Source: an optimization exercise on an open RTL-to-GDS flow (aim: small area). Production flows keep margins and buffers that such runs may drop. The RTL was checked by simulation tests, not by an equivalence proof against the original design.

$ cat design/flow/config.mk
export PLATFORM = sky130hd
export DESIGN_NAME = matmul3x3_top
export DESIGN_NICKNAME = matmul3x3_top
export VERILOG_FILES = /design/flow/design.v
export SDC_FILE = /design/flow/constraint.sdc
export NUM_CORES = 4
export LEC_CHECK = 0
export CAP_MARGIN = 20
export CORE_MARGIN = 2
export CORE_UTILIZATION = 40
export SLEW_MARGIN = 20
$ cat design/flow/constraint.sdc
create_clock -name core_clock -period 11.0 [get_ports {clk}]
set_input_delay 2.2000 -clock core_clock [delete_from_list [all_inputs] [get_ports {clk}]]
set_output_delay 2.2000 -clock core_clock [all_outputs]
set_load 0.01 [all_outputs]
$ cat design/flow/design.v
module matmul3x3_top (
    input clk,
    input [143:0] A,
    input [143:0] B,
    output reg [287:0] C
);
    wire [287:0] c_next;
    matrix_multiplication_3x3 mm (
        .A(A),
        .B(B),
        .C(c_next)
    );
    always @(posedge clk)
        C <= c_next;
endmodule

module matrix_multiplication_3x3 (
    input [143:0] A,   
    input [143:0] B,   
    output reg [287:0] C   
);
    integer i, j, k;
    always @(*) begin
        for (i = 0; i < 3; i = i + 1) begin
            for (j = 0; j < 3; j = j + 1) begin
                C[(i*3+j)*32 +: 32] = 0;
            end
        end
        for (i = 0; i < 3; i = i + 1) begin
            for (j = 0; j < 3; j = j + 1) begin
                for (k = 0; k < 3; k = k + 1) begin
                    C[(i*3+j)*32 +: 32] = C[(i*3+j)*32 +: 32] + (A[(i*3+k)*16 +: 16] * B[(k*3+j)*16 +: 16]);
                end
            end
        end
    end
endmodule
$ cat design/flow/run.sh
#!/bin/bash
# synth_recipe.tcl (not shown) runs the flow's synth.tcl, then flattens the netlist and writes it again
# the make line also repeats each setting of config.mk as NAME=value (left out here)
make -C /OpenROAD-flow-scripts/flow DESIGN_CONFIG=/design/flow/config.mk WORK_HOME=/design/flow/orfs CLKGATE_MAP_FILE= SYNTH_SCRIPT=/design/flow/synth_recipe.tcl finish
==> flow_metrics.env <==
export IMPL_synth_top_cells_by_area="fa_1 (52%), ha_1 (13%), inv_1 (12%), and2_1 (10%), nand2_1 (4.7%)"
export IMPL_grt_setup_unrepaired="false"
export IMPL_dpl_worst_slack_ps=74.3
export IMPL_antenna_found_initial=192
export IMPL_slew_headroom_pct=22.6
export IMPL_holdWs_ps=2310
export IMPL_status="no timing/DRC/antenna violations"
export IMPL_syn_nets=35500
export IMPL_cts_tree="done"
export IMPL_cts_resized_gates=0
export IMPL_synth_area_um2=242000
export IMPL_seq_area_frac_synth_pct=2.39
export IMPL_drt_wl_total_mm=800
export IMPL_regMostFlops="C"
export IMPL_ant_nets=0
export IMPL_initial_core_util_pct=40.1
export IMPL_numCtsBuffers=49
export IMPL_fin_ws_ps=838
export IMPL_grt_usage_pct=26.9
export IMPL_max_cap_violations=0
export IMPL_port_buffers=576
export IMPL_endpoint_kind="flip-flop"
export IMPL_yosys_area_top_type="fa_1"
export IMPL_drive_above_1_share_pct=4.73
export IMPL_clock_sinks=288
export IMPL_largest_reg_flops=288
export IMPL_yosys_warnings=2
export IMPL_die_width_um=781
export IMPL_tns_ps=0
export IMPL_drv_slew=0
export IMPL_synth_cell_type_count=73
export IMPL_async_flop_share_pct=0
export IMPL_globalplace_congestion=0.935
export IMPL_fin_crit_ps=10160
export IMPL_ctsLongestPathBuffers=3
export IMPL_yosys_area_top_type_share_pct=52.2
export IMPL_grt_max_degree=49
export IMPL_cp_start_kind="input pin"
export IMPL_required_ps=11730
export IMPL_vias_per_cell=4.96
export IMPL_vias=172000
export IMPL_worstPathMaxFanout=23
export IMPL_placed_area_um2=259000
export IMPL_root_buffer="clkbuf_16"
export IMPL_die_h_um=781
export IMPL_drc=0
export IMPL_clkTransAtPathRegs_ps=70
export IMPL_synth_edf_count=0
export IMPL_top_regs="C: 288 flops"
export IMPL_drtPass1Iterations=6
export IMPL_critPathArrivalTime_ps=10890
export IMPL_holdBufCountCts=0
export IMPL_grt_pass1_wl_mm=1220
export IMPL_synthCells=26500
export IMPL_fin_area_um2=261000
export IMPL_place_hpwl_mm=688
export IMPL_nNetsFinal=35500
export IMPL_wl_per_cell_um=23.1
export IMPL_grt_pass1_vias=189000
export IMPL_yosysMostFrequentCell="inv_1"
export IMPL_synthToLayoutAreaGrowth_pct=8.03
export IMPL_holdPathStages=3
export IMPL_setup_viol=0
export IMPL_fmax_mhz=98.4
export IMPL_worst_slew_pin_transition_ps=1160
export IMPL_yosys_top_cells_count="inv_1 (7744), fa_1 (6300), and2_1 (4002)"
export IMPL_gr_total_overflow=0
export IMPL_fillers=59100
export IMPL_ys_seq_elements=288
export IMPL_die_area_um2=610000
export IMPL_critPathKind="in2reg"
export IMPL_postCtsSetupBuffers=0
export IMPL_timing_final_crit_share_pct=92.4
export IMPL_io_pins=577
export IMPL_min_path_type="in2reg"
export IMPL_syn_avg_cell_area_um2=9.12
export IMPL_dominantRegCellSynth="dfxtp_1"
export IMPL_rows=285
export IMPL_h_tree_depth=2
export IMPL_drt_initial_drc_count=12600
export IMPL_hold_violations=0
export IMPL_core_area_um2=602000
==> layout by cell type, fill, tap and decap left out, types with 7 or more instances in the layout <==
cell and instances:
clkinv_2 7, nand4_1 10, buf_12 167, inv_1 7744, diode_2 99, nand2_1 3007, o21ai_0 99, and3_1 20
and2_1 4002, nand2b_1 36, buf_4 683, a21oi_1 199, dfxtp_1 288, clkbuf_16 50, buf_2 287, a31oi_1 14
a21o_1 105, ha_1 2434, o21a_1 34, nand3_1 39, nor2b_1 28, nor3_1 28, clkdlybuf4s50_1 288, a21boi_0 9
o21bai_1 36, a211oi_1 17, xnor2_1 259, o211ai_1 14, o31ai_1 9, nor2_1 121, fa_1 6300, xor2_1 68
or3_1 15, or2_2 12
==> cell type report <==
class	instances	area, um^2	area share (%)
Multi-Input combinational cell	17000	201000	77.2
Inverter	7744	29100	11.1
Timing Repair Buffer	1425	12800	4.90
Tap cell	8036	10100	3.85
Sequential cell	288	5770	2.21
Clock buffer	58	1330	0.510
Clock inverter	33	382	0.146
Antenna cell	99	248	0.0949
==> cells by family (layout without fill, tap and decap cells) <==
group / Yosys count / after routing / share of synthesized area (%)
buf+inv: 9190 / 9260 / 14.3
fa+ha+maj: 8734 / 8734 / 64.8
simple gates: 7338 / 7338 / 15.7
compound gates: 607 / 607 / 1.62
xor+xnor: 327 / 327 / 1.19
flops: 288 / 288 / 2.39
mux: 1 / 1 / 0.00414
other cells: 0 / 99 / 0
==> stage by stage <==
step | cells | util, %
final | 34700 | 43.3
after global routing | 34600 | 43.3
after CTS | 34600 | 43.3
after detailed placement | 34500 | 43.0
after global placement | 34500 | 43.0
after floorplan | 26500 | -
==> final timing paths <==
check | to | start
max | C[127]$_DFF_P_ | B[6]
min | C[64]$_DFF_P_ | B[32]
==> worst max-delay path, stage by stage <==
cell       delay, ps
buf_2            860
nand2_1          210
fa_1             600
inv_1             60
fa_1             470
fa_1             530
fa_1             520
inv_1             50
fa_1             540
inv_1             70
fa_1             490
fa_1             460
fa_1             600
inv_1             80
fa_1             510
inv_1             70
ha_1             350
a21oi_1          160
a2bb2oi_1        240
a21oi_1          160
a2111oi_2        390
nor3_1           110
buf_4            160
nor3_1           280
o21ai_0          160
a21o_1           210
a21oi_1          190
xnor2_1          140
==> metal layers <==
| metal | wire length [um] | GRT usage [%] | share of wire, % | up-vias |
|---|---|---|---|---|
| li1 | - | - | - | 74000 |
| met1 | 343000 | 37.6 | 43 | 90600 |
| met2 | 363000 | 43.0 | 45 | 6155 |
| met3 | 65800 | 4.73 | 8.2 | 1122 |
| met4 | 28300 | 7.72 | 3.5 | 72 |
| met5 | 423 | 0 | 0.053 | - |

==> what the ideal ports hide <==
How much do the figures lean on ideal ports? The routed layout below was timed once more, with nothing changed but the port constraints.
Step 1: set_driving_cell puts a clkbuf_16 on clk and a buf_2 on each other input, an assumption about the parent block.
Step 2 times the ports against the registers' clock, not the clock port: input delays grow and output delays shrink by t, the midpoint of the rising clock arrivals with the driver on.
Slacks: ideal ports / drivers / drivers and shift; pairs: ideal ports / drivers.
t (ns): 0.927
slack for setup (ns): 0.838 / 0.940 / 0.013
clock arrival spread, ns: 0.079 / 0.080
slew at the worst register clock pin (ns): 0.10 / 0.10
cell pins on the clock port's net: 1
After both steps setup and hold are still met in this run. The setup slack of this run moves by +0.102 ns with the drivers and by -0.825 ns with both steps.
